What follows belongs to an exercise in optimizing a design on an open flow for small area; a production flow would make more cautious choices.
Only simulation tests tie the RTL to the original design; equivalence was not proved.
The clock input has no modelled driver; a real chip could not lean on it and would need a root buffer or a full tree.
Power and IR drop assume default switching activity.

==> flow/flow/run.sh <==
#!/bin/bash
# The standard layout (the standard.sh), with one change: Yosys's ABC
# mapping step uses an area-oriented script (flow/area.abc) instead of ORFS's
# speed script. Everything else, registers included, is the standard
# synthesis and flow.
set -euo pipefail
W=$PWD
{
  cat <<'TCL'
proc abc {args} {
  set i [lsearch -exact $args -script]
  if {$i >= 0} { lset args [expr {$i + 1}] $::env(AREA_ABC_SCRIPT) }
  yosys abc {*}$args
}
TCL
  cat "$W/synth_recipe.tcl"
} > "$W/area_synth.tcl"
sed -E "s#SYNTH_SCRIPT=[^ ]*synth_recipe\.tcl'?#SYNTH_SCRIPT=$W/area_synth.tcl#" "$W/standard.sh" > "$W/area_standard.sh"
grep -q "SYNTH_SCRIPT=$W/area_synth.tcl" "$W/area_standard.sh"
export AREA_ABC_SCRIPT="$W/flow/area.abc"
bash "$W/area_standard.sh" finish > "$W/flow.log" 2>&1
==> flow/flow/area.abc <==
strash
balance -l; resub -K 6 -l; rewrite -l; resub -K 6 -N 2 -l; refactor -l; resub -K 8 -l; balance -l; resub -K 8 -N 2 -l; rewrite -l; resub -K 10 -l; rewrite -z -l; resub -K 10 -N 2 -l; balance -l; resub -K 12 -l; refactor -z -l; resub -K 12 -N 2 -l; rewrite -z -l; balance -l
dch -f
amap -m
topo
==> flow/standard.sh <==
#!/bin/bash
# synth_recipe.tcl (not shown) runs the flow's synth.tcl, then flattens the netlist and writes it again
# the make line also repeats each setting of config.mk as NAME=value (left out here)
make -C /OpenROAD-flow-scripts/flow DESIGN_CONFIG=/design/flow/config.mk WORK_HOME=/design/flow/orfs CLKGATE_MAP_FILE= SYNTH_SCRIPT=/design/flow/synth_recipe.tcl "${@:-finish}"
==> flow/config.mk <==
export PLATFORM = sky130hd
export DESIGN_NAME = lcd_top
export DESIGN_NICKNAME = lcd_top
export VERILOG_FILES = /design/flow/design.v
export SDC_FILE = /design/flow/constraint.sdc
export NUM_CORES = 4
export LEC_CHECK = 0
export CAP_MARGIN = 20
export CORE_MARGIN = 2
export CORE_UTILIZATION = 40
export SLEW_MARGIN = 20
==> flow/constraint.sdc <==
create_clock -name core_clock -period 10.0 [get_ports {clk}]
set_input_delay 2.0000 -clock core_clock [delete_from_list [all_inputs] [get_ports {clk}]]
set_output_delay 2.0000 -clock core_clock [all_outputs]
set_load 0.01 [all_outputs]
==> flow/design.v <==
`timescale 1ns / 1ps
module lcd_init (
    input clk,
    input nrst,
    input sw0,
    input btn0,
    input btn1,
    input btn2,
    input btn3,
    output reg [3:0] data,
    output reg rs,
    output wire rw,
    output wire en
);
    localparam [9:0]  M_U4  = 10'h38f, V_U4  = 10'h089;
    localparam [9:0]  M_M1  = 10'h3ff, V_M1  = 10'h247;
    localparam [9:0]  M_NL  = 10'h3dd, V_NL  = 10'h044;
    localparam [20:0] M_M6  = 21'h0043ff, V_M6  = 21'h0043cd;
    localparam [20:0] M_M30 = 21'h0307f7, V_M30 = 21'h010336;
    localparam [20:0] M_S2  = 21'h1ffffd, V_S2  = 21'h1dac59;
    localparam [5:0] K_START = 6'd11;
    localparam [1:0] PH_X = 2'd0, PH_L = 2'd1, PH_H = 2'd2, PH_P = 2'd3;
    reg [5:0]  k;
    reg [1:0]  ph;
    reg [9:0]  lo;
    reg [10:0] hi;
    assign rw = 1'b0;
    assign en = (ph == PH_H);
    wire tm   = k[5] & k[4];
    wire pend = tm & k[2];
    wire idle = tm & (ph == PH_X);
    wire [6:0] addr = hi[6:0];
    wire b0p = hi[7];
    wire b2p = hi[8];
    wire b3p = hi[9];
    wire mv_r = !btn2 && b2p;
    wire mv_l = !btn3 && b3p;
    wire mv_t = !btn0 && b0p;
    wire mv   = sw0 && (mv_r || mv_l || mv_t);
    wire hit_u4  = ((lo & M_U4) == V_U4);
    wire hit_m1  = ((lo & M_M1) == V_M1);
    wire hit_nl  = ((lo & M_NL) == V_NL);
    wire hit_m6  = (({hi, lo} & M_M6) == V_M6);
    wire hit_m30 = (({hi, lo} & M_M30) == V_M30);
    wire hit_s2  = (({hi, lo} & M_S2) == V_S2);
    reg adv;
    always @* begin
        case (ph)
            PH_L: adv = hit_u4;
            PH_H: adv = hit_m1;
            PH_P: adv = (k == 6'd11) ? hit_m30 : (k == 6'd12) ? hit_m6 : hit_u4;
            default: begin
                if (tm)                adv = mv;
                else if (k == 6'd11) adv = 1'b1;
                else if (k == 6'd33) adv = hit_nl;
                else if (k == 6'd45) adv = hit_s2;
                else                   adv = hit_u4;
            end
        endcase
    end
    wire has_x = (tm & ~k[2] & ~k[0]) | (k == 6'd25) | (k == 6'd33) | (k == 6'd35) | (k == 6'd45);
    wire [5:0] kinc;
    assign kinc[0] = ~k[0];
    assign kinc[1] = k[1] ^ k[0];
    assign kinc[2] = k[2] ^ (k[1] & k[0]);
    assign kinc[3] = k[3] ^ (k[2] & k[1] & k[0]);
    assign kinc[4] = k[4] ^ (k[3] & k[2] & k[1] & k[0]);
    assign kinc[5] = k[5] ^ (k[4] & k[3] & k[2] & k[1] & k[0]);
    always @(posedge clk or negedge nrst) begin
        if (!nrst) begin
            k  <= 6'd11;
            ph <= PH_X;
            rs <= 1'b0;
        end else if (adv) begin
            case (ph)
                PH_L: ph <= PH_H;
                PH_H: ph <= has_x ? PH_X : PH_P;
                PH_X: begin
                    ph <= PH_P;
                    if (tm)
                        k <= {2'b11, k[3], 1'b1, mv_r ? 2'd0 : mv_l ? 2'd1 : 2'd2};
                    else if (k != K_START)
                        rs <= ~rs;
                end
                default: begin
                    ph <= PH_L;
                    if (pend)
                        k <= 6'b111001;
                    else if (tm)
                        k <= 6'b111000;
                    else
                        k <= kinc;
                end
            endcase
        end
    end
    wire clr = adv | idle | hit_m1;
    always @(posedge clk) begin
        lo[0] <= ~(clr | (lo[9] ^ ~lo[6]));
        lo[9:1] <= ~(lo[8:0] | {9{clr}});
    end
    wire dec = k[0];
    wire tog = k[1];
    wire [5:0] col = addr[5:0];
    wire [5:0] y = col ^ {6{dec}};
    wire [5:0] t;
    assign t[0] = 1'b1;
    assign t[1] = y[0];
    assign t[2] = y[0] & y[1];
    assign t[3] = y[0] & y[1] & y[2];
    assign t[4] = y[0] & y[1] & y[2] & y[3];
    assign t[5] = y[0] & y[1] & y[2] & y[3] & y[4];
    wire wrap = dec ? (t[5] & y[5]) : (col == 6'd39);
    wire [5:0] col_n = tog ? col : wrap ? (dec ? 6'd39 : 6'd0) : (col ^ t);
    wire line_n = addr[6] ^ (tog | wrap);
    always @(posedge clk) begin
        if (tm) begin
            if (idle && sw0) begin
                if (btn0)      hi[7] <= 1'b1;
                else if (btn2) hi[8] <= 1'b1;
                else if (btn3) hi[9] <= 1'b1;
                if (mv_r)      hi[8] <= 1'b0;
                else if (mv_l) hi[9] <= 1'b0;
                else if (mv_t) hi[7] <= 1'b0;
            end
            if (adv && ph == PH_P && pend)
                hi[6:0] <= {line_n, col_n};
        end else if (adv) begin
            hi <= 11'd0;
        end else if (hit_m1) begin
            hi <= {hi[9:0], ~(hi[10] ^ hi[8])};
        end
    end
    always @* begin
        if (tm)
            data = ~k[3] ? 4'h0 : (k[2:0] == 3'b001) ? addr[3:0] : {1'b1, addr[6:4]};
        else
            case (k)
                6'd21, 6'd29, 6'd39, 6'd43, 6'd47: data = 4'h1;
                6'd15, 6'd16, 6'd31: data = 4'h2;
                6'd12, 6'd13, 6'd14, 6'd37, 6'd45: data = 4'h3;
                6'd26, 6'd28, 6'd32, 6'd36, 6'd38, 6'd40, 6'd42: data = 4'h4;
                6'd30, 6'd44: data = 4'h5;
                6'd23: data = 4'h6;
                6'd41: data = 4'h7;
                6'd17, 6'd19: data = 4'h8;
                6'd33: data = 4'hB;
                6'd34: data = 4'hC;
                6'd27: data = 4'hD;
                6'd25: data = 4'hF;
                default: data = 4'h0;
            endcase
    end
endmodule
`timescale 1ns / 1ps
module lcd_top(
    input clk,
    input nrst,
    input sw0,
    input btn0,
    input btn1,
    input btn2,
    input btn3,
    output [3:0] data,   
    output rs,
    output rw,
    output en   
);
    wire [3:0] data_internal;
    wire rs_internal;
    wire rw_internal;
    wire en_internal;
    lcd_init init (
        .clk(clk),
        .nrst(nrst),
        .sw0(sw0),
        .btn0(btn0),
        .btn1(btn1),
        .btn2(btn2),
        .btn3(btn3),
        .data(data_internal),   
        .rs(rs_internal),      
        .rw(rw_internal),      
        .en(en_internal)       
    );
    assign data = data_internal;
    assign rs   = rs_internal;
    assign rw   = rw_internal;
    assign en   = en_internal;
endmodule
==> results of run 1 <==
==> power breakdown <==
part	internal, uW	switching [uW]
Sequential	127	0.480
Combinational	4.13	4.56
Clock	56.0	44.3
Total	187	49.3
==> worst min path at each step <==
stage	from	end	slack [ns]	cells past startpoint
after floorplan	init.lo[5]	init.lo[6]	0.42	1
after global placement	init.lo[8]	init.lo[9]	0.44	1
after detailed placement	init.lo[8]	init.lo[9]	0.44	1
after CTS	init.lo[8]	init.lo[9]	0.46	1
after global routing	init.lo[8]	init.lo[9]	0.47	1
final	init.lo[8]	init.lo[9]	0.45	1
==> worst register-to-register path, delay by kind of cell (launching register included) <==
| kind | cells | cell delay, ns |
|---|---|---|
| buffers and inverters | 3 | 0.58 |
| adder cells (fa/ha/maj) | 1 | 0.27 |
| AND/OR/NAND/NOR | 7 | 1.29 |
| AO/OA/AOI/OAI | 4 | 1.09 |
| flip-flops | 1 | 0.69 |
==> per-layer routing <==
metal  vias up  track usage, %  routed length [um]
met1       912           28.09                2487
met3        10           4.101                 354
met5         -               0                   0
met4         0           8.772                 107
li1       1002               -                   -
met2        69           31.30                2332
==> metrics by stage <==
stage | cells | total power (uW) | worst slack, ns | util (%) | instance area [um^2]
after floorplan | 263 | 133.6 | 5.836 | - | 2046
after global placement | 344 | 138.2 | 5.052 | 44.78 | 2243
after detailed placement | 344 | 138.2 | 4.988 | 44.78 | 2243
after CTS | 352 | 238.4 | 4.911 | 46.58 | 2333
after global routing | 353 | 245.2 | 4.623 | 46.68 | 2338
final | 353 | 236.1 | 4.835 | 46.68 | 2338
==> registers in the layout, indices dropped and copies added, names as in the netlist <==
register and flops:
init.hi 11, init.lo 10, init.k 6, init.ph 2, init.rs 1
==> final cells by class <==
class / count / area, um^2 / area share, %
Clock buffer: 8 / 90.09 / 3.852
Inverter: 43 / 161.4 / 6.902
Multi-Input combinational cell: 189 / 1117 / 47.78
Timing Repair Buffer: 13 / 122.6 / 5.243
Sequential cell: 30 / 759.5 / 32.48
Tap cell: 70 / 87.58 / 3.745
==> cells in the mapped netlist (2+ instances only) <==
master and number:
nor2_1 45, clkinv_1 43, nand2_1 20, o21ai_0 16
o22ai_1 15, ha_1 12, edfxtp_1 11, a21oi_1 10
dfxtp_1 10, nor3_1 8, a31oi_1 7, dfrtp_1 6
a211oi_1 5, nand4_1 5, nor4_1 5, o32ai_1 5
o21a_1 4, dfstp_2 3, nand3_1 3, o221ai_1 3
or4_1 3, a221oi_1 2, a22oi_1 2, nand2b_1 2
or2_0 2
==> kinds of logic after synthesis <==
group | after synthesis | synth area share [%]
compound gates | 79 | 25.69
fa+ha+maj | 12 | 7.339
other cells | 1 | 0.1833
buf+inv | 44 | 8.257
flops | 30 | 37.13
xor+xnor | 1 | 0.4282
simple gates | 96 | 20.98
==> flow_metrics.py, run 1 <==
metrics = {
    "grt": {
        "grt_pass1_wl_mm": 8.673,
        "grt_max_degree": 16,
        "grt_pass1_vias": 1818,
        "gr-total-overflow": 0,
        "grt_antenna_before_repair": 0,
        "grtUsageTotal_pct": 20.44,
    },
    "flow_run": {
        "max-cap-violations": 0,
    },
    "setup_path": {
        "startpoint": "init.k[4]",
        "crit_path_frequent_cell": "nor2_1",
        "cp-end-kind": "primary output",
        "r2r_cells": 15,
        "critPathMaxFanout": 15,
        "cp_data_required_time_ns": 8.00,
        "r2r_slack_ns": 5.77,
        "slowest_delay_ns": 0.56,
        "worstPathCellList": "clkinv_1 > nor2_1 > buf_4 > clkinv_1 > nor2_1 > o21ai_0 > a21oi_1 > nor2_1 > o21ai_0 > clkdlybuf4s50_1",
        "critPathLaunchType": "flop",
        "crit_arrival_ns": 3.16,
        "cp_slowest_cell": "clkdlybuf4s50_1",
        "rr_endpoint": "init.hi[3]",
        "path_class": "flop to primary output",
        "path_buf_inv": 4,
        "cp-endpoint": "data[1]",
        "reg2reg_from": "init.k[0]",
        "critical-path-top-delay-family": "buffers and inverters",
        "cp.depth": 10,
    },
    "worst_hold_path": {
        "hold_class": "flop to flop",
    },
    "clocking": {
        "htreeDepth": 2,
        "cts_tree": "built",
        "cts_buffers": 5,
        "clkSlewWorstSetupHoldPaths_ns": 0.06,
        "cts.sinks": 30,
        "ctsResizeCount": 0,
        "cts.path.max_buffers": 2,
        "clk_latency_ns": 0.29,
        "cts_setup_buffers": 0,
        "ctsRootBufferMaster": "clkbuf_8",
        "cts_hold_buf": 0,
    },
    "final_layout": {
        "fillCellCount": 517,
        "drive_gt1_share_pct": 3.887,
        "area_growth_pct": 14.31,
        "layout.nets": 301,
        "final_common_cell": "nor2_1",
        "diodes": 0,
        "mostFrequentLayoutCells": "nor2_1, clkinv_1, nand2_1",
    },
    "power_and_ir_drop": {
        "cellPowerDensity_nw_per_um2": 101.0,
        "p_leak_uw": 0.0008280,
        "ir_worst_vdd_v": 0.00007023,
    },
    "yosys": {
        "synth_fp_nets": 282,
        "synth-seq-cells": 30,
        "yosys_warnings": 1,
        "yosysUniqueCellTypes": 41,
        "synthTopCellsByArea": "edfxtp_1, dfxtp_1, nor2_1",
        "seq_area_frac_synth_pct": 37.13,
        "yosysTopAreaCell": "edfxtp_1",
        "synth_top_area_share_pct": 16.15,
        "synth_edf_count": 11,
        "synth_cells": 263,
        "synth_flop_cell": "edfxtp_1",
        "avgSynthCellArea_um2": 7.778,
        "synth_area_um2": 2046,
        "synthArstFlopShare_pct": 30.00,
    },
    "floorplanning": {
        "core_area_um2": 5010,
        "die_h_um": 75.52,
        "die_x_um": 75.52,
        "start_util_pct": 40.83,
        "ioPinCount": 14,
        "die_area_um2": 5703,
        "row_count": 26,
    },
    "detailed_routing": {
        "vias_per_cell": 5.646,
        "num_vias": 1993,
        "wirelength_mm": 5.282,
        "drt_iter0_markers": 156,
        "drc": 0,
        "ant_nets": 0,
        "drt-wirelength-per-cell_um": 14.96,
        "firstDrtPassIters": 4,
    },
    "sta": {
        "worst_slew_margin_rel_pct": 53.27,
        "hold_violations": 0,
        "clock_skew_ns": 0.01155,
        "fin_setup_tns_ns": 0,
        "clock.fmax_mhz": 193.6,
        "grt_setup_unrepaired": "no",
        "tightestPinTransition_ns": 0.6936,
        "slew_violations": 0,
        "hold_slack_ns": 0.4481,
        "min_period_over_period_pct": 51.65,
        "min_period_ns": 5.165,
        "setup_violations": 0,
    },
    "outcome": {
        "status": "finished clean",
    },
    "placed_design": {
        "globalplace.congestion": 0.8709,
        "portBuffers": 11,
        "hpwl_mm": 3.978,
    },
}
==> inputs of run 2 (changes only) <==
==> flow/run.sh (new file) <==
#!/bin/bash
# synth_recipe.tcl (not shown) runs the flow's synth.tcl, then flattens the netlist and writes it again
# the make line also repeats each setting of config.mk as NAME=value (left out here)
make -C /OpenROAD-flow-scripts/flow DESIGN_CONFIG=/design/flow/config.mk WORK_HOME=/design/flow/orfs CLKGATE_MAP_FILE= SYNTH_SCRIPT=/design/flow/synth_recipe.tcl finish
removed: flow/flow/run.sh
removed: flow/flow/area.abc
removed: flow/standard.sh
==> run 2 against run 1 <==
  * Count of clock-buffer cells in the layout decreased by 2
  * Global-route usage decreased by 0.79 points
  * Maximum frequency increased by 6.4%
  * Flip-flop and latch count unchanged
  * Setup slack improved by 0.31 ns
  * Sequential share of layout area decreased by 3.0 points
  * Routed wire length increased by 11%
  * Core utilization decreased by 0.81 points
  * Critical path type unchanged
  * Largest power group unchanged
==> flow_metrics.py, run 2 <==
metrics = {
    "yosys": {
        "synth_flop_cell": "edfxtp_1",
        "seq_area_frac_synth_pct": 32.13,
        "synthTopCellsByCount": "nor2_1, nand2_1, o21ai_0",
        "yosysUniqueCellTypes": 68,
        "synthArstFlopShare_pct": 30.00,
        "synth_fp_nets": 300,
        "synth_area_um2": 2364,
        "yosysTopAreaCell": "edfxtp_1",
        "synth-seq-cells": 30,
        "yosys_warnings": 1,
        "avgSynthCellArea_um2": 8.411,
        "synth_edf_count": 11,
        "synth_top_area_share_pct": 13.98,
        "synthTopCellsByArea": "edfxtp_1, dfxtp_1, dfrtp_1",
        "synth.most_common_cell": "nor2_1",
        "synth_cells": 281,
    },
    "final_layout": {
        "largest_registers": "init.hi x11, init.lo x10, init.k x6",
        "largest_reg_flops": 11,
        "fin_util_pct": 45.87,
        "area_growth_pct": 8.841,
        "layout.nets": 299,
        "diodes": 0,
        "drive_gt1_share_pct": 10.68,
        "mostFrequentLayoutCells": "nor2_1, nand2_1, o21ai_0",
        "final_common_cell": "nor2_1",
        "design_area_um2": 2572,
        "largest-register": "init.hi",
    },
    "placed_design": {
        "dpl-instance-area_um2": 2479,
        "hpwl_mm": 4.244,
        "globalplace.congestion": 0.7958,
        "portBuffers": 11,
    },
    "clocking": {
        "cts_setup_buffers": 0,
        "clk_latency_ns": 0.28,
        "cts_tree": "built",
        "cts_buffers": 5,
        "cts_hold_buf": 0,
        "cts.sinks": 30,
        "ctsResizeCount": 0,
        "htreeDepth": 2,
        "clkSlewWorstSetupHoldPaths_ns": 0.07,
        "ctsRootBufferMaster": "clkbuf_8",
        "cts.path.max_buffers": 2,
    },
    "grt": {
        "grt_max_degree": 27,
        "grt_antenna_before_repair": 0,
        "grt_pass1_vias": 1888,
        "grtUsageTotal_pct": 19.64,
        "grt_pass1_wl_mm": 9.908,
        "gr-total-overflow": 0,
    },
    "worst_hold_path": {
        "hold_start": "init.lo[5]",
        "hold_class": "flop to flop",
        "min_to": "init.lo[6]",
        "hold_path_depth": 1,
    },
    "detailed_routing": {
        "ant_nets": 0,
        "firstDrtPassIters": 4,
        "drt-wirelength-per-cell_um": 16.62,
        "drc": 0,
        "vias_per_cell": 6.006,
        "num_vias": 2120,
        "drt_iter0_markers": 178,
        "wirelength_mm": 5.866,
    },
    "power_and_ir_drop": {
        "p_leak_uw": 0.0009937,
        "cellPowerDensity_nw_per_um2": 91.03,
        "total_power_uw": 234.2,
        "ir_worst_vdd_v": 0.00008978,
    },
    "setup_path": {
        "crit_arrival_ns": 2.85,
        "critPathLaunchType": "flop",
        "r2r_slack_ns": 6.83,
        "rr_endpoint": "init.hi[2]",
        "critPathMaxFanout": 22,
        "r2r_cells": 9,
        "cp-end-kind": "primary output",
        "path_class": "flop to primary output",
        "cp_data_required_time_ns": 8.00,
        "reg2reg_from": "init.k[0]",
    },
    "floorplanning": {
        "core_area_um2": 5608,
        "die_area_um2": 6540,
        "row_count": 27,
        "die_x_um": 80.87,
        "die_h_um": 80.87,
        "start_util_pct": 42.15,
        "ioPinCount": 14,
    },
    "sta": {
        "slew_violations": 0,
        "tightestPinTransition_ns": 0.9278,
        "min_period_ns": 4.854,
        "clock_skew_ns": 0.006717,
        "hold_violations": 0,
        "fin_setup_tns_ns": 0,
        "min_period_over_period_pct": 48.54,
        "grt_setup_unrepaired": "no",
        "setup_violations": 0,
        "worst_slew_margin_rel_pct": 37.99,
        "hold_slack_ns": 0.4647,
        "clock.fmax_mhz": 206.0,
    },
    "outcome": {
        "status": "finished clean",
    },
    "flow_run": {
        "max-cap-violations": 0,
    },
}
[run 2: cell count changes after synthesis, moves of 4 or more]
cell and delta:
clkinv_1 -41, clkbuf_1 +14, inv_1 +14, nor2_1 -13, o22ai_1 -13, nand3_1 +10
xnor2_1 +6, a31o_2 +4, nand2_1 +4, o21a_1 -4, o21ai_0 +4, o32ai_1 -4
[run 2: cell type report]
class / instances / area [um^2]
sequential: 30 / 759.5
multi-input combinational: 216 / 1459
clock inverter: 2 / 11.26
tap: 72 / 90.09
fill: 572 / 3035
inverter: 16 / 60.06
clock buffer: 6 / 82.58
timing repair buffer: 11 / 110.1
[run 2: stage by stage]
step | setup slack, ns | std cells
floorplan | 6.145 | 281
global placement | 5.437 | 345
detailed placement | 5.447 | 345
CTS | 5.142 | 353
global route | 4.911 | 353
finish | 5.146 | 353
[run 2: worst max-delay path, stage by stage (launching register included)]
cell and delay (ns):
dfrtp_1 0.75, clkinv_1 0.42, nand2_1 0.27, nor2_1 0.06, a21oi_1 0.14, o32ai_1 0.11, a221o_1 0.34, clkdlybuf4s50_1 0.48
[run 2: metal layers]
metal | part of all wire, % | wire (um) | track usage, % | vias to the layer above
met5 | 0 | 0 | 0 | -
met4 | 0.87 | 51 | 6.780 | 0
met3 | 4.9 | 287 | 3.889 | 4
met2 | 45 | 2641 | 29.59 | 80
met1 | 49 | 2885 | 28.01 | 996
li1 | - | - | - | 1040
[run 2: power by group]
part | total (uW) | switching [uW] | internal (uW)
Combinational | 4.52 | 2.22 | 2.29
Clock | 103 | 48.1 | 55.4
Sequential | 126 | 0 | 126
Total | 234 | 50.3 | 184
[run 2: worst max-delay path by stage]
stage | cells past startpoint | startpoint | endpoint
after CTS | 6 | init.k[0] | data[0]
after detailed placement | 6 | init.k[0] | data[0]
after global routing | 7 | init.k[2] | data[0]
final | 7 | init.k[2] | data[0]
after global placement | 7 | init.k[2] | data[0]
after floorplan | 7 | init.k[1] | data[0]
[run 2: cell families (layout without fill, tap and decap cells)]
logic type	count (synthesis)	in the layout	synth area share (%)
AND/OR/NAND/NOR	112	112	25.78
other	1	1	0.1587
flip-flops	30	30	32.13
AO/OA/AOI/OAI	79	79	24.62
multiplexers	5	5	2.223
XOR/XNOR	7	7	2.594
adder cells (fa/ha/maj)	12	12	6.352
buffers and inverters	35	35	6.141
==> inputs of run 3 (changes only) <==
--- a/flow/design.v
+++ b/flow/design.v
@@ -19,7 +19,7 @@
     localparam [20:0] M_M30 = 21'h0307f7, V_M30 = 21'h010336;
     localparam [20:0] M_S2  = 21'h1ffffd, V_S2  = 21'h1dac59;
     localparam [5:0] K_START = 6'd11;
-    localparam [1:0] PH_X = 2'd0, PH_L = 2'd1, PH_H = 2'd2, PH_P = 2'd3;
+    localparam [1:0] PH_L = 2'b00, PH_H = 2'b01, PH_X = 2'b11, PH_P = 2'b10;
     reg [5:0]  k;
     reg [1:0]  ph;
     reg [9:0]  lo;
@@ -72,18 +72,17 @@
             ph <= PH_X;
             rs <= 1'b0;
         end else if (adv) begin
+            ph[1] <= ph[0];
+            ph[0] <= ~ph[1] & (~ph[0] | has_x);
             case (ph)
-                PH_L: ph <= PH_H;
-                PH_H: ph <= has_x ? PH_X : PH_P;
+                PH_L, PH_H: ;
                 PH_X: begin
-                    ph <= PH_P;
                     if (tm)
                         k <= {2'b11, k[3], 1'b1, mv_r ? 2'd0 : mv_l ? 2'd1 : 2'd2};
                     else if (k != K_START)
                         rs <= ~rs;
                 end
                 default: begin
-                    ph <= PH_L;
                     if (pend)
                         k <= 6'b111001;
                     else if (tm)
@@ -116,14 +115,11 @@
     always @(posedge clk) begin
         if (tm) begin
             if (idle && sw0) begin
-                if (btn0)      hi[7] <= 1'b1;
-                else if (btn2) hi[8] <= 1'b1;
-                else if (btn3) hi[9] <= 1'b1;
-                if (mv_r)      hi[8] <= 1'b0;
-                else if (mv_l) hi[9] <= 1'b0;
-                else if (mv_t) hi[7] <= 1'b0;
+                hi[7] <= btn0 | (b0p & (mv_r | mv_l));
+                hi[8] <= btn2 & (b2p | ~btn0);
+                hi[9] <= b3p ? (btn3 | mv_r) : (btn3 & ~btn0 & ~btn2);
             end
-            if (adv && ph == PH_P && pend)
+            if (adv && pend)
                 hi[6:0] <= {line_n, col_n};
         end else if (adv) begin
             hi <= 11'd0;
==> flow/flow/run.sh (new file) <==
#!/bin/bash
# The standard layout (standard.sh) with three changes:
#  - Yosys's ABC mapping step uses an area-oriented script (flow/area.abc)
#    instead of ORFS's speed script; the rest of the synthesis, registers
#    included, is the standard synthesis (synth_recipe.tcl);
#  - ports are buffered with buf_1;
#  - clock tree synthesis uses clkbuf_4 and no dummy loads.
# make's output goes to flow.log; each step's log is under orfs/logs/.
set -euo pipefail
W=$PWD
{
  cat <<'TCL'
proc abc {args} {
  set i [lsearch -exact $args -script]
  if {$i >= 0} { lset args [expr {$i + 1}] $::env(AREA_ABC_SCRIPT) }
  yosys abc {*}$args
}
TCL
  cat "$W/synth_recipe.tcl"
} > "$W/area_synth.tcl"
sed -E "s#SYNTH_SCRIPT=[^ ]*synth_recipe\.tcl'?#SYNTH_SCRIPT=$W/area_synth.tcl#" "$W/standard.sh" > "$W/area_standard.sh"
grep -q "SYNTH_SCRIPT=$W/area_synth.tcl" "$W/area_standard.sh"
export AREA_ABC_SCRIPT="$W/flow/area.abc"
bash "$W/area_standard.sh" \
  "BUFFER_PORTS_ARGS=-buffer_cell sky130_fd_sc_hd__buf_1" \
  "CTS_ARGS=-sink_clustering_enable -repair_clock_nets -dont_use_dummy_load -buf_list sky130_fd_sc_hd__clkbuf_4" \
  finish > "$W/flow.log" 2>&1
==> flow/flow/area.abc (new file) <==
strash
balance -l; resub -K 6 -l; rewrite -l; resub -K 6 -N 2 -l; refactor -l; resub -K 8 -l; balance -l; resub -K 8 -N 2 -l; rewrite -l; resub -K 10 -l; rewrite -z -l; resub -K 10 -N 2 -l; balance -l; resub -K 12 -l; refactor -z -l; resub -K 12 -N 2 -l; rewrite -z -l; balance -l
dch -f
amap -m
topo
==> flow/standard.sh (new file) <==
#!/bin/bash
# synth_recipe.tcl (not shown) runs the flow's synth.tcl, then flattens the netlist and writes it again
# the make line also repeats each setting of config.mk as NAME=value (left out here)
make -C /OpenROAD-flow-scripts/flow DESIGN_CONFIG=/design/flow/config.mk WORK_HOME=/design/flow/orfs CLKGATE_MAP_FILE= SYNTH_SCRIPT=/design/flow/synth_recipe.tcl "${@:-finish}"
removed: flow/run.sh
==> run 3 against run 2 <==
  * Still clean on timing, DRC and antenna
  * Area after synthesis is 17% lower
  * Critical path depth up 2
  * Hold slack got worse by 0.018 ns
  * Maximum frequency up 6.1%
  * Non-clock buffer count increased by 1
  * Register-to-register slack worse by 0.77 ns
  * Core utilization shrank 0.71 points
  * Sequential share of layout area increased by 6.2 points
  * Combinational power down 36%
  * Total power decreased by 20%
  * Clock power decreased by 42%
  * Critical path type unchanged
  * Critical endpoint unchanged
  * Highest routed layer unchanged
==> flow_metrics.py, run 3 <==
metrics = {
    "setup_path": {
        "critPathLaunchType": "flop",
        "crit_arrival_ns": 2.58,
        "cp-end-kind": "primary output",
        "critPathMaxFanout": 11,
        "path_class": "flop to primary output",
        "cp_data_required_time_ns": 8.00,
    },
    "final_layout": {
        "diodes": 0,
        "fillCellCount": 489,
        "drive_gt1_share_pct": 3.957,
        "largest-register": "init.hi",
        "area_growth_pct": 8.254,
        "largest_reg_flops": 11,
        "largest_registers": "init.hi x11, init.lo x10, init.k x6",
        "layout.nets": 294,
        "mostFrequentLayoutCells": "nor2_1, clkinv_1, nand2_1",
        "final_common_cell": "nor2_1",
    },
    "yosys": {
        "synth_edf_count": 11,
        "seq_area_frac_synth_pct": 38.67,
        "synth_flop_cell": "edfxtp_1",
        "yosysUniqueCellTypes": 40,
        "yosys_warnings": 1,
        "synthArstFlopShare_pct": 30.00,
        "yosysTopAreaCell": "edfxtp_1",
        "synthTopCellsByArea": "edfxtp_1, dfxtp_1, nor2_1",
        "synth_area_um2": 1971,
        "synth-seq-cells": 30,
        "avgSynthCellArea_um2": 7.522,
        "synth_top_area_share_pct": 16.76,
        "synthTopCellsByCount": "nor2_1, clkinv_1, nand2_1",
        "synth_fp_nets": 276,
        "synth_cells": 262,
        "synth.most_common_cell": "nor2_1",
    },
    "floorplanning": {
        "die_area_um2": 5504,
        "ioPinCount": 14,
        "die_h_um": 74.19,
        "die_x_um": 74.19,
        "core_area_um2": 4723,
        "row_count": 25,
        "start_util_pct": 41.72,
    },
    "sta": {
        "tightestPinTransition_ns": 0.8711,
        "min_period_over_period_pct": 45.75,
        "min_period_ns": 4.575,
        "grt_setup_unrepaired": "no",
        "worst_slew_margin_rel_pct": 41.31,
        "setup_violations": 0,
        "clock.fmax_mhz": 218.6,
        "hold_violations": 0,
        "clock_skew_ns": 0.01848,
        "slew_violations": 0,
        "fin_setup_tns_ns": 0,
    },
    "grt": {
        "grtUsageTotal_pct": 21.32,
        "grt_antenna_before_repair": 0,
        "grt_pass1_wl_mm": 9.052,
        "busiest_layer": "met1",
        "grt_pass1_vias": 1862,
        "grt_max_degree": 16,
        "use_met1_pct": 31.26,
        "grt_util_met3_pct": 6.369,
        "use_met2_pct": 30.85,
        "gr-total-overflow": 0,
    },
    "detailed_routing": {
        "drc": 0,
        "num_vias": 1926,
        "drt_iter0_markers": 162,
        "firstDrtPassIters": 4,
        "ant_nets": 0,
        "vias_per_cell": 5.583,
        "drt-wirelength-per-cell_um": 14.62,
        "wirelength_mm": 5.044,
    },
    "clocking": {
        "clkSlewWorstSetupHoldPaths_ns": 0.08,
        "cts.path.max_buffers": 2,
        "htreeDepth": 2,
        "cts_hold_buf": 0,
        "ctsResizeCount": 0,
        "cts_buffers": 5,
        "cts.sinks": 30,
        "cts_setup_buffers": 0,
        "clk_latency_ns": 0.32,
        "ctsRootBufferMaster": "clkbuf_4",
        "cts_tree": "built",
    },
    "placed_design": {
        "globalplace.congestion": 0.8831,
        "portBuffers": 11,
        "hpwl_mm": 3.839,
    },
    "outcome": {
        "status": "finished clean",
    },
    "power_and_ir_drop": {
        "total_power_uw": 188.4,
        "cellPowerDensity_nw_per_um2": 88.33,
        "p_leak_uw": 0.0007469,
        "ir_worst_vdd_v": 0.00006255,
    },
    "worst_hold_path": {
        "hold_class": "flop to flop",
    },
    "flow_run": {
        "max-cap-violations": 0,
    },
}
[run 3: final cells by class]
cell class,count,area [um^2],share of cell area [%]
flip-flops and latches,30,762.0,35.72
clock buffers,5,37.54,1.760
well taps,67,83.83,3.930
multi-input cells,190,1047,49.09
inverters,41,153.9,7.214
repair buffers,12,48.80,2.287
[run 3: worst paths after layout]
path | start | to | slack, ns | cells past startpoint
setup / recovery | init.k[0] | data[0] | 5.42 | 9
hold / removal | init.lo[8] | init.lo[9] | 0.45 | 1
setup reg to reg | init.k[2] | init.hi[5] | 6.06 | 11
hold reg to reg | init.lo[8] | init.lo[9] | 0.45 | 1
max in group asynchronous | nrst | init.k[3] | 8.06 | 1
min in group asynchronous | nrst | init.rs | 1.60 | 1
[run 3: through the flow]
step | hold WS, ns | worst slack (ns) | util [%] | cells | instance area (um^2)
2_1_floorplan | 0.4169 | 5.873 | - | 262 | 1971
3_3_place_gp | 0.4259 | 5.587 | 44.37 | 340 | 2096
3_5_place_dp | 0.4332 | 5.660 | 44.37 | 340 | 2096
4_1_cts | 0.4505 | 5.410 | 45.17 | 345 | 2133
5_1_grt | 0.4796 | 5.112 | 45.17 | 345 | 2133
6_report | 0.4463 | 5.425 | 45.17 | 345 | 2133
[run 3: cells by family after synthesis]
group	share of synthesized area [%]
buffers and inverters	8.191
other	0.1903
and+or+nand+nor	23.37
adders and majority gates	4.444
DFF	38.67
AOI/OAI and AO/OA	25.14
[run 3: where the power goes]
group          leakage, uW  total [uW]  switching (uW)  internal, uW
sequential        0.000280         126               0           126
combinational     0.000444        2.88            2.10         0.784
clock            0.0000230        59.5            36.0          23.4
total             0.000747         188            38.1           150
[run 3: critical path, stage by stage, from the launching register on]
cell      delay, ns
dfstp_2        0.64
clkinv_1       0.36
ha_1           0.46
o21ai_0        0.16
a21oi_1        0.06
a31oi_1        0.15
nor2_1         0.05
a31oi_1        0.15
o21ai_0        0.10
buf_1          0.13
[run 3: per-layer routing]
metal	part of all wire (%)	wire (um)
met1	50	2538
met3	4.1	205
met5	0	0
met2	45	2278
met4	0.44	22
==> inputs of run 4 (changes only) <==
==> flow/design.v (replaced) <==
`timescale 1ns / 1ps
module lcd_init (
    input clk,
    input nrst,
    input sw0,
    input btn0,
    input btn1,
    input btn2,
    input btn3,
    output reg [3:0] data,
    output reg rs,
    output wire rw,
    output wire en
);
    localparam [9:0]  M_U4  = 10'h38f, V_U4  = 10'h089;
    localparam [9:0]  M_M1  = 10'h3ff, V_M1  = 10'h247;
    localparam [9:0]  M_NL  = 10'h3dd, V_NL  = 10'h044;
    localparam [20:0] M_M6  = 21'h0043ff, V_M6  = 21'h0043cd;
    localparam [20:0] M_M30 = 21'h0307f7, V_M30 = 21'h010336;
    localparam [20:0] M_S2  = 21'h1ffffd, V_S2  = 21'h1dac59;
    localparam [5:0] K_START = 6'd6, K_S1 = 6'd7, K_NL = 6'd28, K_S2 = 6'd40;
    localparam [5:0] K_X14 = 6'd20, K_X24 = 6'd30;
    localparam [5:0] K_DONE = 6'd43, K_BR1 = 6'd54, K_PR = 6'd49, K_PL = 6'd52, K_PT = 6'd57;
    localparam [1:0] PH_L = 2'b00, PH_H = 2'b01, PH_X = 2'b11, PH_P = 2'b10;
    reg [5:0]  k;
    reg [1:0]  ph;
    reg [9:0]  lo;
    reg [10:0] hi;
    assign rw = 1'b0;
    assign en = (ph == PH_H);
    wire [3:0] rom;
    assign rom[0] = (k[4] & ~k[3] & k[2] & ~k[0]) | (k[4] & ~k[1] & ~k[0]) | (k[5] & ~k[0]) | (~k[5] & k[3] & ~k[2] & ~k[1]) | (~k[4] & ~k[3] & k[2] & k[1] & k[0]);
    assign rom[1] = (~k[5] & ~k[4] & ~k[3] & k[0]) | (~k[5] & ~k[4] & ~k[2]) | (k[4] & k[2] & ~k[1] & ~k[0]) | (k[5] & ~k[1] & ~k[0]) | (k[4] & ~k[2] & k[1] & ~k[0]);
    assign rom[2] = (k[4] & k[3] & k[0]) | (~k[3] & k[2] & ~k[1]) | (k[5] & ~k[3] & k[0]) | (k[4] & ~k[3] & k[2]) | (k[4] & ~k[3] & k[1] & ~k[0]);
    assign rom[3] = (k[4] & k[3] & k[2] & ~k[1]) | (k[4] & ~k[3] & k[2] & ~k[0]) | (~k[4] & k[3] & k[2] & ~k[0]);
    wire tm = (k[5] & k[4]) | (k[5] & k[3] & k[1] & k[0]);
    wire pend_t = (~k[1]);
    wire br1_t = (k[2] & k[1]);
    wire dec_p = (k[2]);
    wire tog_p = (k[3]);
    wire has_x = (k[5] & k[3] & ~k[1] & ~k[0]) | (k[5] & k[3] & k[1] & k[0]) | (k[4] & k[3] & k[2] & ~k[0]) | (k[4] & k[2] & ~k[1] & ~k[0]);
    wire start_p = (~k[5] & ~k[4] & ~k[3] & ~k[0]);
    wire s1_p = (~k[5] & ~k[4] & ~k[3] & k[0]);
    wire x_start = (~k[4] & ~k[3]);
    wire x_nl = (k[4] & k[3] & ~k[1]);
    wire x_s2 = (k[5]);
    wire pend = tm & pend_t;
    wire idle = tm & (ph == PH_X);
    wire [6:0] addr = hi[6:0];
    wire b0p = hi[7];
    wire b2p = hi[8];
    wire b3p = hi[9];
    wire shown = hi[10];
    wire mv_r = !btn2 && b2p;
    wire mv_l = !btn3 && b3p;
    wire mv_t = !btn0 && b0p;
    wire mv   = sw0 && (mv_r || mv_l || mv_t);
    wire hit_u4  = ((lo & M_U4) == V_U4);
    wire hit_m1  = ((lo & M_M1) == V_M1);
    wire hit_nl  = ((lo & M_NL) == V_NL);
    wire hit_m6  = (({hi, lo} & M_M6) == V_M6);
    wire hit_m30 = (({hi, lo} & M_M30) == V_M30);
    wire hit_s2  = (({hi, lo} & M_S2) == V_S2);
    reg adv;
    always @* begin
        case (ph)
            PH_L: adv = hit_u4;
            PH_H: adv = hit_m1;
            PH_P: adv = start_p ? hit_m30 : s1_p ? hit_m6 : hit_u4;
            default: begin
                if (tm)           adv = mv;
                else if (x_start) adv = 1'b1;
                else if (x_nl)    adv = hit_nl;
                else if (x_s2)    adv = hit_s2;
                else              adv = hit_u4;
            end
        endcase
    end
    wire [5:0] kstep;
    assign kstep[0] = ~k[0];
    assign kstep[1] = k[1] ^ k[0];
    assign kstep[2] = k[2] ^ (k[1] & k[0]);
    assign kstep[3] = k[3] ^ (k[2] & k[1] & k[0]);
    assign kstep[4] = k[4] ^ (k[3] & k[2] & k[1] & k[0]);
    assign kstep[5] = k[5] ^ (k[4] & k[3] & k[2] & k[1] & k[0]);
    always @(posedge clk or negedge nrst) begin
        if (!nrst) begin
            k  <= K_START;
            ph <= PH_X;
            rs <= 1'b0;
        end else if (adv) begin
            ph[1] <= ph[0];
            ph[0] <= ~ph[1] & (~ph[0] | has_x);
            case (ph)
                PH_L, PH_H: ;
                PH_X: begin
                    if (tm)
                        k <= mv_r ? K_PR : mv_l ? K_PL : K_PT;
                    else if (!x_start)
                        rs <= ~rs;
                end
                default: begin
                    if (tm)
                        k <= pend_t ? K_BR1 : K_DONE;
                    else
                        k <= kstep;
                end
            endcase
        end
    end
    wire clr = adv | idle | hit_m1;
    always @(posedge clk) begin
        lo[0] <= ~(clr | (lo[9] ^ ~lo[6]));
        lo[9:1] <= ~(lo[8:0] | {9{clr}});
    end
    wire dec = dec_p;
    wire tog = tog_p;
    wire [5:0] col = addr[5:0];
    wire [5:0] y = col ^ {6{dec}};
    wire [5:0] t;
    assign t[0] = 1'b1;
    assign t[1] = y[0];
    assign t[2] = y[0] & y[1];
    assign t[3] = y[0] & y[1] & y[2];
    assign t[4] = y[0] & y[1] & y[2] & y[3];
    assign t[5] = y[0] & y[1] & y[2] & y[3] & y[4];
    wire wrap = dec ? (t[5] & y[5]) : (col == 6'd39);
    wire [5:0] col_n = tog ? col : wrap ? (dec ? 6'd39 : 6'd0) : (col ^ t);
    wire line_n = addr[6] ^ (tog | wrap);
    always @(posedge clk) begin
        if (tm) begin
            if (idle && sw0) begin
                hi[7] <= btn0 | (b0p & (mv_r | mv_l));
                hi[8] <= btn2 & (b2p | ~btn0);
                hi[9] <= b3p ? (btn3 | mv_r) : (btn3 & ~btn0 & ~btn2);
            end
            if (adv && pend) begin
                hi[6:0] <= {line_n, col_n};
                hi[10] <= 1'b1;
            end
        end else if (adv) begin
            hi <= 11'd0;
        end else if (hit_m1) begin
            hi <= {hi[9:0], ~(hi[10] ^ hi[8])};
        end
    end
    always @* begin
        if (tm)
            data = br1_t ? addr[3:0] : shown ? {1'b1, addr[6:4]} : 4'h0;
        else
            data = rom;
    end
endmodule
`timescale 1ns / 1ps
module lcd_top(
    input clk,
    input nrst,
    input sw0,
    input btn0,
    input btn1,
    input btn2,
    input btn3,
    output [3:0] data,   
    output rs,
    output rw,
    output en   
);
    wire [3:0] data_internal;
    wire rs_internal;
    wire rw_internal;
    wire en_internal;
    lcd_init init (
        .clk(clk),
        .nrst(nrst),
        .sw0(sw0),
        .btn0(btn0),
        .btn1(btn1),
        .btn2(btn2),
        .btn3(btn3),
        .data(data_internal),   
        .rs(rs_internal),      
        .rw(rw_internal),      
        .en(en_internal)       
    );
    assign data = data_internal;
    assign rs   = rs_internal;
    assign rw   = rw_internal;
    assign en   = en_internal;
endmodule
==> run 4 against run 3 <==
  * Still clean
  * Total power grew 1.6%
  * Routed wire length shrank 7.1%
  * Non-clock buffer count is the same
  * Largest power group unchanged
  * Highest routed layer unchanged
==> flow_metrics.py, run 4 <==
metrics = {
    "setup_path": {
        "cp_slowest_cell": "dfrtp_1",
        "slowest_delay_ns": 0.47,
        "critical-path-top-delay-family": "buffers and inverters",
        "cp-endpoint": "data[0]",
        "crit_path_frequent_cell": "clkinv_1",
        "startpoint": "init.k[3]",
        "r2r_slack_ns": 6.33,
        "rr_endpoint": "init.hi[1]",
        "path_buf_inv": 4,
        "cp_data_required_time_ns": 8.00,
        "critPathMaxFanout": 19,
        "path_class": "flop to primary output",
        "reg2reg_from": "init.k[3]",
        "worstPathCellList": "clkinv_1 > nor4_1 > a21oi_1 > buf_4 > clkinv_1 > a2111oi_0 > a31oi_1 > buf_1",
        "r2r_cells": 10,
        "cp.depth": 8,
        "critPathLaunchType": "flop",
        "crit_arrival_ns": 2.46,
        "cp-end-kind": "primary output",
    },
    "floorplanning": {
        "row_count": 24,
        "die_x_um": 71.09,
        "ioPinCount": 14,
        "start_util_pct": 41.35,
        "die_h_um": 71.09,
        "die_area_um2": 5054,
        "core_area_um2": 4354,
    },
    "sta": {
        "clock.fmax_mhz": 224.0,
        "slew_violations": 0,
        "min_period_ns": 4.464,
        "tightestPinTransition_ns": 0.8883,
        "grt_setup_unrepaired": "no",
        "setup_violations": 0,
        "hold_violations": 0,
        "fin_setup_tns_ns": 0,
        "min_period_over_period_pct": 44.64,
        "worst_slew_margin_rel_pct": 40.16,
        "clock_skew_ns": 0.03053,
    },
    "yosys": {
        "synth_top_area_share_pct": 18.35,
        "seq_area_frac_synth_pct": 42.25,
        "synth.most_common_cell": "clkinv_1",
        "synth-seq-cells": 30,
        "yosys_warnings": 1,
        "synth_flop_cell": "edfxtp_1",
        "synth_area_um2": 1800,
        "yosysUniqueCellTypes": 34,
        "synth_fp_nets": 241,
        "yosysTopAreaCell": "edfxtp_1",
        "synth_cells": 233,
        "synth_edf_count": 11,
        "synthTopCellsByArea": "edfxtp_1, dfxtp_1, clkinv_1",
        "synthTopCellsByCount": "clkinv_1, nor2_1, nand2_1",
        "synthArstFlopShare_pct": 30.00,
        "avgSynthCellArea_um2": 7.727,
    },
    "detailed_routing": {
        "ant_nets": 0,
        "firstDrtPassIters": 4,
        "drt-wirelength-per-cell_um": 15.56,
        "drc": 0,
        "vias_per_cell": 5.953,
        "drt_iter0_markers": 153,
        "wirelength_mm": 4.685,
        "num_vias": 1792,
    },
    "grt": {
        "grt_pass1_vias": 1729,
        "grt_antenna_before_repair": 0,
        "grt_pass1_wl_mm": 8.052,
        "gr-total-overflow": 0,
        "grt_max_degree": 20,
        "grtUsageTotal_pct": 20.34,
    },
    "clocking": {
        "ctsRootBufferMaster": "clkbuf_4",
        "cts_setup_buffers": 0,
        "cts.sinks": 30,
        "ctsResizeCount": 0,
        "cts_tree": "built",
        "cts_buffers": 5,
        "clk_latency_ns": 0.34,
        "clkSlewWorstSetupHoldPaths_ns": 0.08,
        "cts_hold_buf": 0,
        "cts.path.max_buffers": 2,
        "htreeDepth": 2,
    },
    "placed_design": {
        "dp_cells": 296,
        "globalplace.congestion": 0.8962,
        "portBuffers": 11,
        "dpl-instance-area_um2": 1907,
        "hpwl_mm": 3.547,
    },
    "outcome": {
        "status": "finished clean",
    },
    "final_layout": {
        "layout.nets": 259,
        "final_common_cell": "clkinv_1",
        "drive_gt1_share_pct": 4.016,
        "design_area_um2": 1944,
        "diodes": 0,
        "largest_registers": "init.hi x11, init.lo x10, init.k x6",
        "layout.cells.non_filler": 301,
        "largest-register": "init.hi",
        "largest_reg_flops": 11,
        "mostFrequentLayoutCells": "clkinv_1, nor2_1, nand2_1",
        "fillCellCount": 440,
        "ff_latch_area_um2": 760.7,
        "area_growth_pct": 7.991,
        "multiInputGateArea_um2": 889.6,
    },
    "flow_run": {
        "max-cap-violations": 0,
    },
    "power_and_ir_drop": {
        "ir_worst_vdd_v": 0.00005316,
        "cellPowerDensity_nw_per_um2": 98.46,
        "total_power_uw": 191.4,
        "p_leak_uw": 0.0006656,
    },
    "worst_hold_path": {
        "hold_class": "flop to flop",
        "hold_start": "init.lo[1]",
    },
}
## run 4: report_power, final
group	internal (uW)	switching, uW	total, uW
Combinational	1.12	2.52	3.64
Clock	23.4	38.1	61.5
Sequential	126	0	126
## run 4: layout make-up
cell class | instances | share of cell area (%)
clock buffers | 5 | 1.931
flip-flops and latches | 30 | 39.12
well taps | 52 | 3.346
repair buffers | 12 | 2.510
multi-input cells | 164 | 45.75
inverters | 38 | 7.336
## run 4: per-stage QoR
stage	hold slack, ns	worst slack [ns]	utilization [%]
3_3_place_gp	0.4271	5.514	43.79
5_1_grt	0.4755	5.301	44.66
4_1_cts	0.4622	5.573	44.66
2_1_floorplan	0.4170	5.741	-
6_report	0.4563	5.536	44.66
3_5_place_dp	0.4461	5.507	43.79
## run 4: logic make-up after synthesis
kind of cell / Yosys count / synth area share (%)
compound gates: 76 / 27.24
buf+inv: 39 / 8.339
fa+ha+maj: 1 / 0.6948
simple gates: 86 / 21.26
flops: 30 / 42.25
other cells: 1 / 0.2083
## run 4: worst min path at each step
| stage | endpoint | slack (ns) | cells after the start |
|---|---|---|---|
| floorplan | init.lo[4] | 0.42 | 1 |
| global placement | init.lo[5] | 0.43 | 1 |
| detailed placement | init.lo[4] | 0.45 | 1 |
| CTS | init.lo[2] | 0.46 | 1 |
| global route | init.lo[2] | 0.48 | 1 |
| finish | init.lo[2] | 0.46 | 1 |
## run 4: layer usage
metal / up-vias / share of wire [%] / GRT usage [%]
met4: 0 / 2.5 / 9.224
met2: 58 / 46 / 31.88
li1: 906 / - / -
met3: 11 / 5.7 / 3.419
met1: 817 / 46 / 27.57
met5: - / 0 / 0
==> inputs of run 5 (changes only) <==
--- a/flow/design.v
+++ b/flow/design.v
@@ -124,7 +124,7 @@
     assign t[3] = y[0] & y[1] & y[2];
     assign t[4] = y[0] & y[1] & y[2] & y[3];
     assign t[5] = y[0] & y[1] & y[2] & y[3] & y[4];
-    wire wrap = dec ? (t[5] & y[5]) : (col == 6'd39);
+    wire wrap = dec ? (t[5] & y[5]) : (col[5] & col[2] & col[1] & col[0]);
     wire [5:0] col_n = tog ? col : wrap ? (dec ? 6'd39 : 6'd0) : (col ^ t);
     wire line_n = addr[6] ^ (tog | wrap);
     always @(posedge clk) begin
@@ -146,7 +146,7 @@
     end
     always @* begin
         if (tm)
-            data = br1_t ? addr[3:0] : shown ? {1'b1, addr[6:4]} : 4'h0;
+            data = br1_t ? addr[3:0] : {shown, addr[6:4]};
         else
             data = rom;
     end
==> run 5 against run 4 <==
  * Via count down 1.1%
  * Combinational power is 2% lower
  * Core utilization fell by 0.18 points
  * Flip-flop and latch count is the same
  * Total power decreased by 0.29%
  * Register-to-register slack got worse by 0.33 ns
  * Clock power fell by 0.8%
  * Still clean on timing, DRC and antenna
  * First-iteration DRC count grew 41%
==> flow_metrics.py, run 5 <==
metrics = {
    "floorplanning": {
        "die_h_um": 70.70,
        "core_area_um2": 4324,
        "die_area_um2": 4998,
        "die_x_um": 70.70,
        "ioPinCount": 14,
        "start_util_pct": 41.15,
        "row_count": 24,
    },
    "sta": {
        "finalWorstSetupSlack_ns": 5.371,
        "setup_violations": 0,
        "fin_setup_tns_ns": 0,
        "hold_slack_ns": 0.4583,
        "slew_violations": 0,
        "tightestPinTransition_ns": 0.9948,
        "clock.fmax_mhz": 216.0,
        "hold_violations": 0,
        "grt_setup_unrepaired": "no",
        "clock_skew_ns": 0.01271,
        "worst_slew_margin_rel_pct": 32.98,
        "min_period_over_period_pct": 46.29,
        "min_period_ns": 4.629,
    },
    "clocking": {
        "ctsResizeCount": 0,
        "clk_latency_ns": 0.32,
        "cts.path.max_buffers": 2,
        "clkSlewWorstSetupHoldPaths_ns": 0.09,
        "cts_tree": "built",
        "ctsRootBufferMaster": "clkbuf_4",
        "cts_setup_buffers": 0,
        "htreeDepth": 2,
        "cts_hold_buf": 0,
        "cts.sinks": 30,
        "cts_buffers": 5,
    },
    "final_layout": {
        "drive_gt1_share_pct": 4.184,
        "largest-register": "init.hi",
        "largest_registers": "init.hi x11, init.lo x10, init.k x6",
        "area_growth_pct": 8.087,
        "diodes": 0,
        "largest_reg_flops": 11,
        "final_common_cell": "clkinv_1",
        "layout.cells.non_filler": 291,
        "mostFrequentLayoutCells": "clkinv_1, nor2_1, o22ai_1",
        "fin_util_pct": 44.47,
        "layout.nets": 249,
    },
    "setup_path": {
        "worstPathCellList": "clkinv_1 > nor4_1 > a21oi_1 > clkinv_1 > o32ai_1 > buf_1",
        "cp-end-kind": "primary output",
        "cp_data_required_time_ns": 8.00,
        "r2r_slack_ns": 6.00,
        "crit_arrival_ns": 2.63,
        "critPathMaxFanout": 12,
        "path_class": "flop to primary output",
        "crit_path_frequent_cell": "clkinv_1",
        "slowest_delay_ns": 0.57,
        "cp_slowest_cell": "a21oi_1",
        "critPathLaunchType": "flop",
    },
    "flow_run": {
        "max-cap-violations": 0,
    },
    "placed_design": {
        "dp_cells": 286,
        "portBuffers": 11,
        "dp_slack_ns": 5.496,
        "hpwl_mm": 3.491,
        "globalplace.congestion": 0.9046,
    },
    "detailed_routing": {
        "vias_per_cell": 6.089,
        "wirelength_mm": 4.615,
        "drt_iter0_markers": 215,
        "drt-wirelength-per-cell_um": 15.86,
        "firstDrtPassIters": 5,
        "num_vias": 1772,
        "drc": 0,
        "ant_nets": 0,
    },
    "yosys": {
        "synth.most_common_cell": "clkinv_1",
        "synth_cells": 223,
        "yosysUniqueCellTypes": 33,
        "synthTopCellsByCount": "clkinv_1, nor2_1, o22ai_1",
        "seq_area_frac_synth_pct": 42.76,
        "synth-seq-cells": 30,
        "synthArstFlopShare_pct": 30.00,
        "synth_top_area_share_pct": 18.57,
        "synth_flop_cell": "edfxtp_1",
        "synth_area_um2": 1779,
        "synth_fp_nets": 231,
        "synthTopCellsByArea": "edfxtp_1, dfxtp_1, clkinv_1",
        "yosys_warnings": 1,
        "yosysTopAreaCell": "edfxtp_1",
        "avgSynthCellArea_um2": 7.979,
        "synth_edf_count": 11,
    },
    "grt": {
        "grt_antenna_before_repair": 0,
        "grt_pass1_vias": 1658,
        "grt_max_degree": 14,
        "grtUsageTotal_pct": 20.30,
        "grt_pass1_wl_mm": 8.059,
        "gr-total-overflow": 0,
    },
    "power_and_ir_drop": {
        "p_leak_uw": 0.0006427,
        "cellPowerDensity_nw_per_um2": 99.26,
        "ir_worst_vdd_v": 0.00007099,
    },
    "worst_hold_path": {
        "hold_class": "flop to flop",
    },
    "outcome": {
        "status": "finished clean",
    },
}
run 5: metrics by stage:
| step | instance area, um^2 | total power (uW) |
|---|---|---|
| 2_1_floorplan | 1779 | 130.7 |
| 3_3_place_gp | 1886 | 132.5 |
| 3_5_place_dp | 1886 | 132.6 |
| 4_1_cts | 1923 | 194.3 |
| 5_1_grt | 1923 | 199.8 |
| 6_report | 1923 | 190.9 |
run 5: worst paths after layout:
kind	cells after the start	to	startpoint
worst max-delay path	6	data[3]	init.k[0]
worst min-delay path	1	init.lo[5]	init.lo[4]
worst max register to register	10	init.hi[5]	init.k[0]
worst min register to register	1	init.lo[5]	init.lo[4]
max in group asynchronous	1	init.ph[1]	nrst
min in group asynchronous	1	init.k[0]	nrst
run 5: report_power, final:
group	internal (uW)	total [uW]	switching (uW)	leakage (uW)
sequential	126	126	0	0.000281
clock	23.4	61.0	37.6	0.0000230
combinational	1.13	3.57	2.45	0.000339
run 5: cell families after synthesis:
group / count (synthesis) / share of synthesized area (%)
other cells: 1 / 0.2108
simple gates: 81 / 20.75
buf+inv: 37 / 8.017
flops: 30 / 42.76
compound gates: 73 / 27.57
fa+ha+maj: 1 / 0.7031
run 5: metal layers:
layer  wire (um)  GRT usage [%]  up-vias
met2        2055          29.49       70
met3         307          5.556        8
li1            -              -      883
met4          68          7.128        0
met5           0              0        -
met1        2184          29.13      811
run 5: critical path, delay by kind of cell, from the launching register on:
kind	cells	cell delay [ns]
buffers and inverters	3	0.80
AND/OR/NAND/NOR	1	0.08
flip-flops	1	0.53
AO/OA/AOI/OAI	2	0.91
run 5: final cells by class:
type | count | area, um^2
multi-input combinational | 156 | 875.8
sequential | 30 | 760.7
clock buffer | 5 | 37.54
inverter | 36 | 135.1
fill | 436 | 2401
tap | 52 | 65.06
timing repair buffer | 12 | 48.80
==> inputs of run 6 (changes only) <==
==> flow/flow/run.sh (replaced) <==
#!/bin/bash
set -euo pipefail
W=$PWD
{
  cat <<'TCL'
proc abc {args} {
  set i [lsearch -exact $args -script]
  if {$i >= 0} { lset args [expr {$i + 1}] $::env(AREA_ABC_SCRIPT) }
  yosys abc {*}$args
}
TCL
  cat "$W/synth_recipe.tcl"
} > "$W/area_synth.tcl"
sed -E "s#SYNTH_SCRIPT=[^ ]*synth_recipe\.tcl'?#SYNTH_SCRIPT=$W/area_synth.tcl#" "$W/standard.sh" > "$W/area_standard.sh"
grep -q "SYNTH_SCRIPT=$W/area_synth.tcl" "$W/area_standard.sh"
export AREA_ABC_SCRIPT="$W/flow/area.abc"
bash "$W/area_standard.sh" \
  "BUFFER_PORTS_ARGS=-buffer_cell sky130_fd_sc_hd__buf_1" \
  "CTS_ARGS=-sink_clustering_enable -repair_clock_nets -dont_use_dummy_load -buf_list sky130_fd_sc_hd__clkbuf_4" \
  "POST_CTS_TCL=$W/flow/clock_leaves.tcl" \
  finish > "$W/flow.log" 2>&1
==> flow/flow/clock_leaves.tcl (new file) <==
set block [ord::get_db_block]
set clk_net [$block findNet clk]
set root ""
foreach it [$clk_net getITerms] {
  if {[$it isInputSignal]} { set root [$it getInst] }
}
if {$root eq ""} { error "no root buffer on clk" }
set root_out [[$root findITerm X] getNet]
set leaves {}
foreach it [$root_out getITerms] {
  if {[$it getInst] ne $root} { lappend leaves $it }
}
if {[llength $leaves] > 4} { error "root buffer drives [llength $leaves] pins" }
foreach it $leaves {
  $it disconnect
  $it connect $clk_net
}
odb::dbInst_destroy $root
odb::dbNet_destroy $root_out
puts "clock port now drives [llength $leaves] leaf buffers directly"
==> run 6 against run 5 <==
  * Still clean on timing, DRC and antenna
  * Clock skew about the same
  * Via count is 0.96% lower
  * Count of clock-buffer cells in the layout fell by 1
  * Final area is 0.39% lower
  * Critical path depth unchanged
  * Cell count fell by 0.34%
  * Critical path type unchanged
==> flow_metrics.py, run 6 <==
metrics = {
    "grt": {
        "grt_max_degree": 14,
        "use_met1_pct": 29.04,
        "grt_util_met3_pct": 4.843,
        "busiest_layer": "met1",
        "use_met2_pct": 28.87,
        "grt_antenna_before_repair": 0,
        "grt_pass1_wl_mm": 8.017,
        "grtUsageTotal_pct": 19.85,
        "gr-total-overflow": 0,
        "grt_pass1_vias": 1660,
    },
    "worst_hold_path": {
        "hold_start": "init.lo[4]",
        "min_to": "init.lo[5]",
        "hold_path_depth": 1,
        "hold_class": "flop to flop",
    },
    "floorplanning": {
        "die_h_um": 70.70,
        "die_area_um2": 4998,
        "row_count": 24,
        "ioPinCount": 14,
        "die_x_um": 70.70,
        "core_area_um2": 4324,
        "start_util_pct": 41.15,
    },
    "setup_path": {
        "cp-end-kind": "primary output",
        "crit_arrival_ns": 2.44,
        "reg2reg_from": "init.k[0]",
        "critPathLaunchType": "flop",
        "crit_path_frequent_cell": "clkinv_1",
        "r2r_cells": 10,
        "critical-path-top-delay-family": "compound AO/OA/AOI/OAI gates",
        "path_class": "flop to primary output",
        "r2r_slack_ns": 6.04,
        "path_buf_inv": 3,
        "rr_endpoint": "init.hi[5]",
        "cp_slowest_cell": "a21oi_1",
        "worstPathCellList": "clkinv_1 > nor4_1 > a21oi_1 > clkinv_1 > o32ai_1 > buf_1",
        "cp_data_required_time_ns": 8.00,
        "slowest_delay_ns": 0.56,
        "critPathMaxFanout": 12,
    },
    "placed_design": {
        "globalplace.congestion": 0.9046,
        "portBuffers": 11,
        "dp_slack_ns": 5.496,
        "hpwl_mm": 3.491,
    },
    "yosys": {
        "seq_area_frac_synth_pct": 42.76,
        "synth.most_common_cell": "clkinv_1",
        "avgSynthCellArea_um2": 7.979,
        "yosys_warnings": 1,
        "yosysTopAreaCell": "edfxtp_1",
        "synthArstFlopShare_pct": 30.00,
        "synth_cells": 223,
        "synth_edf_count": 11,
        "synth_flop_cell": "edfxtp_1",
        "synthTopCellsByArea": "edfxtp_1, dfxtp_1, clkinv_1",
        "synth_area_um2": 1779,
        "synth_top_area_share_pct": 18.57,
        "synth_fp_nets": 231,
        "synth-seq-cells": 30,
        "yosysUniqueCellTypes": 33,
        "synthTopCellsByCount": "clkinv_1, nor2_1, o22ai_1",
    },
    "detailed_routing": {
        "firstDrtPassIters": 4,
        "vias_per_cell": 6.052,
        "drt_iter0_markers": 182,
        "num_vias": 1755,
        "ant_nets": 0,
        "drc": 0,
        "drt-wirelength-per-cell_um": 15.66,
        "wirelength_mm": 4.542,
    },
    "final_layout": {
        "mostFrequentLayoutCells": "clkinv_1, nor2_1, o22ai_1",
        "layout.nets": 248,
        "area_growth_pct": 7.665,
        "largest-register": "init.hi",
        "largest_reg_flops": 11,
        "diodes": 0,
        "largest_registers": "init.hi x11, init.lo x10, init.k x6",
        "drive_gt1_share_pct": 3.782,
        "final_common_cell": "clkinv_1",
    },
    "sta": {
        "clock.fmax_mhz": 225.1,
        "tightestPinTransition_ns": 0.9817,
        "fin_setup_tns_ns": 0,
        "min_period_ns": 4.443,
        "finalWorstSetupSlack_ns": 5.557,
        "setup_violations": 0,
        "slew_violations": 0,
        "min_period_over_period_pct": 44.43,
        "clock_skew_ns": 0.01270,
        "grt_setup_unrepaired": "no",
        "worst_slew_margin_rel_pct": 33.86,
        "hold_violations": 0,
    },
    "power_and_ir_drop": {
        "p_leak_uw": 0.0006381,
        "cellPowerDensity_nw_per_um2": 93.63,
        "ir_worst_vdd_v": 0.00007123,
    },
    "flow_run": {
        "max-cap-violations": 0,
    },
    "clocking": {
        "cts.sinks": 30,
        "clk_latency_ns": 0.15,
        "clkSlewWorstSetupHoldPaths_ns": 0.09,
    },
    "outcome": {
        "status": "finished clean",
    },
}
run 6: cell counts after synthesis:
No cell type changed its count.
run 6: layer usage:
metal	vias up	wire length [um]
met5	-	0
met4	0	101
met3	10	252
met2	51	2007
met1	811	2181
li1	883	-
run 6: worst max-delay path by stage:
stage | startpoint | to | cells past startpoint
floorplan | init.k[0] | data[3] | 5
global route | init.k[0] | data[3] | 6
global placement | btn2 | init.hi[3] | 8
finish | init.k[0] | data[3] | 6
detailed placement | btn2 | init.hi[3] | 8
run 6: per-stage QoR:
step / area [um^2] / utilization (%) / cells / power, uW / hold slack, ns
floorplan: 1779 / - / 223 / 130.7 / 0.4170
global placement: 1886 / 43.61 / 286 / 132.5 / 0.4346
detailed placement: 1886 / 43.61 / 286 / 132.6 / 0.4399
global route: 1916 / 44.30 / 290 / 187.3 / 0.4682
finish: 1916 / 44.30 / 290 / 179.4 / 0.4583
run 6: final cells by class:
cell class	count	area (um^2)
Tap cell	52	65.06
Inverter	36	135.1
Timing Repair Buffer	12	48.80
Clock buffer	4	30.03
Sequential cell	30	760.7
Multi-Input combinational cell	156	875.8
Fill cell	436	2409
run 6: where the power goes:
| group | switching (uW) | total (uW) | internal [uW] | leakage, uW |
|---|---|---|---|---|
| Combinational | 2.44 | 3.57 | 1.13 | 0.000339 |
| Clock | 30.4 | 49.5 | 19.1 | 0.0000184 |
| Sequential | 0 | 126 | 126 | 0.000281 |
| Total | 32.9 | 179 | 146 | 0.000638 |
run 6: kinds of logic after synthesis:
kind of cell | count (synthesis) | synth area share, %
flip-flops | 30 | 42.76
buffers and inverters | 37 | 8.017
AND/OR/NAND/NOR | 81 | 20.75
adder cells (fa/ha/maj) | 1 | 0.7031
other | 1 | 0.2108
AO/OA/AOI/OAI | 73 | 27.57

static timing again, ports no longer ideal:
In the flow no input, the clock included, has a driving cell. The finished layouts below were timed again as built, in two steps.
Step 1, drivers: a clkbuf_16 drives clk and a buf_2 each remaining input, both assumed.
Step 2 moves the port delays by t, midway between the first and last clock arrival at a register: inputs arrive t later, outputs are due t later. That takes back most of the time a late clock gives input paths.
Slacks: ideal / step 1 / step 2; pairs: ideal / step 1.
run	shift t [ns]	setup slack, ns	hold slack, ns	worst data-port slew with drivers (ns)
run 1	0.305	4.835 / 4.811 / 5.015	0.448 / 0.448 / 0.448	0.03
run 2	0.309	5.146 / 5.115 / 5.425	0.465 / 0.465 / 0.465	0.03
run 3	0.337	5.425 / 5.401 / 5.647	0.446 / 0.446 / 0.446	0.03
run 4	0.353	5.536 / 5.513 / 5.588	0.456 / 0.456 / 0.456	0.03
run 5	0.343	5.371 / 5.345 / 5.555	0.458 / 0.458 / 0.458	0.03
run 6	0.188	5.557 / 5.514 / 5.586	0.458 / 0.458 / 0.458	0.03
After both steps every run listed still meets setup and hold.
